Background: an optimization exercise with open tools, aiming at small area, a short achievable clock period and few clock cycles per item. Do not read the settings as production practice.
Function was not checked in any run shown here: the RTL went through the layout flow alone.
Power and IR drop assume default switching activity.

==> flow/design.v, too long to show whole: its modules and the start of the top module <==
// module scr_search: 1562 lines
module scr_search(clk,rst,start,R_fixed,angle1,adder,error,X,Y,done);
  // ...
==> flow/run.sh <==
#!/bin/bash
# synth_recipe.tcl (not shown) runs the flow's synth.tcl, then flattens the netlist and writes it again
# the make line also repeats each setting of config.mk as NAME=value (left out here)
make -C /OpenROAD-flow-scripts/flow DESIGN_CONFIG=/design/flow/config.mk WORK_HOME=/design/flow/orfs CLKGATE_MAP_FILE= SYNTH_SCRIPT=/design/flow/synth_recipe.tcl finish
==> flow/config.mk <==
export PLATFORM = sky130hd
export DESIGN_NAME = scr_search
export DESIGN_NICKNAME = scr_search
export VERILOG_FILES = /design/flow/design.v
export SDC_FILE = /design/flow/constraint.sdc
export NUM_CORES = 4
export LEC_CHECK = 0
export CAP_MARGIN = 20
export CORE_MARGIN = 2
export CORE_UTILIZATION = 15
export PLACE_DENSITY = 0.3
export SLEW_MARGIN = 20
==> flow/constraint.sdc <==
create_clock -name core_clock -period 12.0 [get_ports {clk}]
set_input_delay 2.4000 -clock core_clock [delete_from_list [all_inputs] [get_ports {clk}]]
set_output_delay 2.4000 -clock core_clock [all_outputs]
set_load 0.01 [all_outputs]
==> notes.md, run 1 <==
initial antenna violation count=38; top cell category=multi-input gates; fin. max-slew vios=0; dominant cell type by area after synthesis=nand2_1; Detail Route Antenna Nets=0; Post-synth EDFFs=8; pre-CTS setup slack=0.782 ns; met3 WL=33300 um; total track usage=39.6%; WHS Path Cells=2; clock power share=3.6%; Sequential Power=0.0479 mW; synth top area cells=nand2_1, nor2_1, nor3_1; hold buffers post-CTS=0; worst min-delay path startpoint=done; Finished Layout Cells=5004; Initial Util=15.1%; critical path depth in cells=30; startpoint types=input port; total of max-cap violations=0; crit-path leading delay family=simple AND/OR/NAND/NOR gates; Min-Delay Path Class=reg2reg; Post CTS Setup Buffer Count=0; most frequent cells in the layout=buf_4, nand2_1, nor2_1; Non-clock inverters=90; gpl congestion=1.15; Final min period=11.37 ns; wire length on met2=105000 um; H-Tree Depth=1; Switching Power=1.13 mW; P_comb=1.52 mW; HPWL after DPL=233000 um; met2 usage=55.0%; Core Box Area=0.128 sq mm; Cell Area, Placed=0.0245 sq mm; Net Sw Frac=69.6%; reg-to-reg endpoint=done; num sequential=9; Max Used Layer=met5; busiest grt layer=met2; status=finished clean; Rows=131; Final Core Density=19.3%; Yosys top cell area share=5.36%; kind of critical path=in2reg
==> run 2, diff against run 1 <==
--- a/flow/config.mk
+++ b/flow/config.mk
@@ -7,2 +7,3 @@
 export LEC_CHECK = 0
+export ABC_CLOCK_PERIOD_IN_PS = 7000
 export CAP_MARGIN = 20
@@ -11,2 +12,3 @@
 export PLACE_DENSITY = 0.3
+export SETUP_SLACK_MARGIN = 4
 export SLEW_MARGIN = 20
==> run 2 against run 1 <==
Net effect: largest power group unchanged; still clean; largest cell class unchanged; via count is 4.2% higher; flip-flop and latch count did not move; clock skew stayed put; global-route usage rose by 1.2 points; power up 17%; die area unchanged; critical path type unchanged; critical path depth down 2; wire length rose by 3.0%; sequential power down 2%; non-clock buffer count is 187 higher; clock power is 1% lower.
==> notes.md, run 2 <==
status=finished clean (unchanged); ys async rst share=0% (unchanged); Final min period=9.14 ns (was 11.37 ns); Final #Nets=3623 (was 3433); Seq/Total Area, Yosys=1.35% (unchanged); reg2reg start=done (unchanged); Detail Route Antenna Nets=0 (unchanged); final hold violations=0 (unchanged); WHS Endpoint=done (unchanged); largest family of logic cells by synthesized area=simple AND/OR/NAND/NOR gates (unchanged); Die W=362 um (unchanged); clock buffer depth=2 (unchanged); Cell Area, Placed=0.0244 sq mm (was 0.0245 sq mm); worst min-delay path startpoint=done (unchanged); top cells by count, synth=nand2_1, nor2_1, nor3_1 (unchanged); Net Sw Frac=66.2% (was 69.6%); total track usage=40.8% (was 39.6%); clock power share=3.0% (was 3.6%); Finished Layout Cells=5204 (was 5004); Min-Delay Path Class=reg2reg (unchanged); FF-to-FF path depth=2 (unchanged); Tot Pwr=1.90 mW (was 1.62 mW); initial antenna violation count=28 (was 38); CTS buffer count=3 (unchanged); DRT Wirelength=280000 um (was 272000 um); final setup margin=2.86 ns (was 0.630 ns); Root Buffer=clkbuf_16 (unchanged); Initial Util=15.1% (unchanged); H-Tree Depth=1 (unchanged); Die H=362 um (unchanged); Worst Skew=0 ns (unchanged); largest net degree at the start of global routing=53 (was 69); library cells used by synthesis=112 (unchanged); Worst Path Arrival=9.21 ns (was 11.30 ns); Synth Area in Simple Gates=56.5% (unchanged); dominant cell type by area after synthesis=nand2_1 (unchanged); RSZ-0062 raised after global routing=true (was false); Synth Cell Area=0.0193 sq mm (unchanged); clock tree sinks=9 (unchanged); hold slack=0.472 ns (was 0.499 ns); max incr delay on CP=0.65 ns (was 0.87 ns); Core Box Area=0.128 sq mm (unchanged); main flop type after synthesis=edfxtp_1 (unchanged); top flop regs=X: 4 flops, Y: 4 flops, done: 1 flops (unchanged); Switching Power=1.26 mW (was 1.13 mW); Post-synth EDFFs=8 (unchanged); I/O Buffers=48 (unchanged); Reg2Reg Setup Slack=11.46 ns (was 11.44 ns); Yosys top cell area share=5.36% (unchanged); kind of critical path=in2reg (unchanged); CP Capture Type=register (unchanged); most frequent cell after synthesis=nand2_1 (unchanged); Detailed Routing Iterations Pass 1=6 (was 9); Final Core Density=24.1% (was 19.3%); drt initial violations=5521 (was 5871); Setup TNS=0 ns (unchanged); per-cell routed wire length=53.7 um (was 54.3 um); syn_area_per_cell=6.29 sq um (unchanged); total leakage power=11.4 nW (was 9.30 nW); slowest CP cell=or4_1 (was clkdlybuf4s50_1); synth top area cells=nand2_1, nor2_1, nor3_1 (unchanged); WHS Path Cells=2 (unchanged); Pint=0.643 mW (was 0.493 mW); clock latency (worst-skew pair)=0.23 ns (about the same); via count=35137 (was 33719); Placed Instances=4951 (was 4989); layout cells sized above 1=38.5% (was 18.6%); Combinational Power Share=94.5% (was 93.4%); setup violators final=0 (unchanged); VDD IR-drop max=0.0313 mV (was 0.0383 mV); clock slew at reported path FFs=0.04 ns (about the same); critical path depth in cells=28 (was 30); max_slew headroom=18.6% (was 14.4%); Tcrit/Tclk final=76.2% (was 94.8%); gpl congestion=1.13 (was 1.15); Peak Freq=109 MHz (was 87.9 MHz); hold buffers post-CTS=0 (unchanged); Rows=131 (unchanged); adder-cell area share of the yosys netlist=4.61% (unchanged); area delta synth->final=59.3% (was 27.7%); crit-path most repeated cell=buf_4 (unchanged); commonest non-fill, non-tap cell in the layout=buf_4 (unchanged); Flop pwr share=2.5% (was 3.0%); post-synthesis mux area share=0.156% (unchanged); Post-Syn Nets=3162 (unchanged); startpoint types=input port (unchanged); xor-xnor portion of the synthesized cell area=0.500% (unchanged); first-pass GRT wire length=354000 um (was 344000 um); CP Max Fanout=13 (was 12); area of the die=0.131 sq mm (unchanged); Worst EP required=12.06 ns (was 11.93 ns); CP Buf/Inv Count=7 (was 6); Worst Tran Pin Value=1.21 ns (was 1.27 ns); vias in the first global route=32749 (was 31394); synthesized instance count=3063 (unchanged); Compound-Gate Fraction of Synth Area=30.2% (unchanged); Remaining Overflow, GRT=0 (unchanged); crit-path leading delay family=simple AND/OR/NAND/NOR gates (unchanged); Vias/cell=6.75 (was 6.74); pre-CTS setup slack=0.762 ns (was 0.782 ns); Post-route DRC=0 (unchanged); Cell Pwr Density=61.9 mW/mm^2 (was 66.0 mW/mm^2); Yosys Warn Count=1 (unchanged); reg-to-reg endpoint=done (unchanged); HPWL after DPL=234000 um (was 233000 um); total of max-cap violations=0 (unchanged); I/O pin cnt=49 (unchanged); CTS tree=built (unchanged); Finished Cell Area=0.0307 sq mm (was 0.0246 sq mm); fin. max-slew vios=0 (unchanged); most frequent cells in the layout=buf_4, nand2_1, nor2_1 (unchanged); synthesized flop and latch total=9 (unchanged)
==> run 2: changes by cell type in the layout (fill, tap and decap cells not counted), sizes merged, moves of 5 or more <==
cell and change:
clkinvlp +7, clkdlybuf4s50 -12, diode +10, bufbuf +5, inv -7, buf +190
==> run 2: routing by layer <==
layer / GRT usage [%] / vias to the layer above / part of all wire (%) / wire (um)
li1: - / 13185 / - / -
met1: 50.7 / 17855 / 40 / 111000
met2: 56.8 / 3191 / 39 / 108000
met3: 17.9 / 886 / 14 / 37800
met4: 26.1 / 20 / 8.3 / 23200
met5: 0.0370 / - / 0.048 / 135
==> run 2: final cells by class <==
| class | instances | area, sq um |
|---|---|---|
| Fill cell | 14451 | 96800 |
| Clock buffer | 4 | 78.8 |
| Multi-Input combinational cell | 2753 | 21800 |
| Antenna cell | 19 | 47.5 |
| Sequential cell | 9 | 260 |
| Inverter | 90 | 369 |
| Timing Repair Buffer | 667 | 6040 |
| Tap cell | 1662 | 2080 |
==> run 2: worst max-delay path by stage <==
stage,start,end,slack (ns)
2_1_floorplan,R_fixed[8],Y[0],3.93
3_3_place_gp,R_fixed[11],Y[0],0.51
3_5_place_dp,R_fixed[11],Y[0],0.76
4_1_cts,R_fixed[12],Y[0],3.18
5_1_grt,R_fixed[13],Y[3],2.82
6_report,angle1[4],Y[3],2.86
==> run 2: timing repair <==
action                                  4_1_cts  5_1_grt
endpoints found under the setup margin        8        8
pin swaps                                   155       21
cloned                                       11        0
gates resized for setup                     879       57
setup buffers                               199       19
==> run 2: power groups by stage <==
| stage | Sequential [mW] | Clock [mW] | Combinational, mW |
|---|---|---|---|
| CTS | 0.0475 | 0.0591 | 1.65 |
| global route | 0.0479 | 0.0606 | 1.78 |
| global placement | 0.0478 | 0 | 1.46 |
| finish | 0.0470 | 0.0578 | 1.80 |
| detailed placement | 0.0477 | 0 | 1.41 |
| floorplan | 0.0501 | 0 | 0.627 |
==> run 2: worst reg2reg max path: cells and delay by family, from the launching register on <==
kind	cells	cell delay, ns
simple gates	2	0.14
flops	1	0.30
==> run 2: kinds of logic (layout without fill, tap and decap cells) <==
logic type | after synthesis | after routing
adders and majority gates | 59 | 59
buffers and inverters | 304 | 761
other | 0 | 19
muxes | 3 | 3
DFF | 9 | 9
and+or+nand+nor | 1872 | 1875
AOI/OAI and AO/OA | 805 | 805
xor gates and xnor gates | 11 | 11

-- separate check: timing with driven ports --
How much do the figures lean on ideal ports? The routed layouts below were timed once more, with nothing changed but the port constraints.
Step 1 assumes that a clkbuf_16 drives the clock port and a buf_2 every other input.
Step 2 adds t to the input delays and takes it off the output delays; t is the mean of the earliest and latest rising clock arrival at the registers after step 1. Input paths then give back, and output paths get back, about the clock's delay inside the block.
Slacks: ideal / step 1 / step 2; pairs: ideal / step 1.
run	t (ns)	setup slack, ns	hold WS [ns]	clock arrival spread, ns
run 1	0.258	0.630 / 0.630 / 0.372	0.499 / 0.499 / 0.499	0.004 / 0.004
run 2	0.259	2.857 / 2.837 / 2.578	0.472 / 0.472 / 0.472	0.002 / 0.001
After both steps setup and hold are still met in every run listed. The setup slack of run 2, which loses most, moves by -0.020 ns with the drivers and by -0.279 ns with both steps.
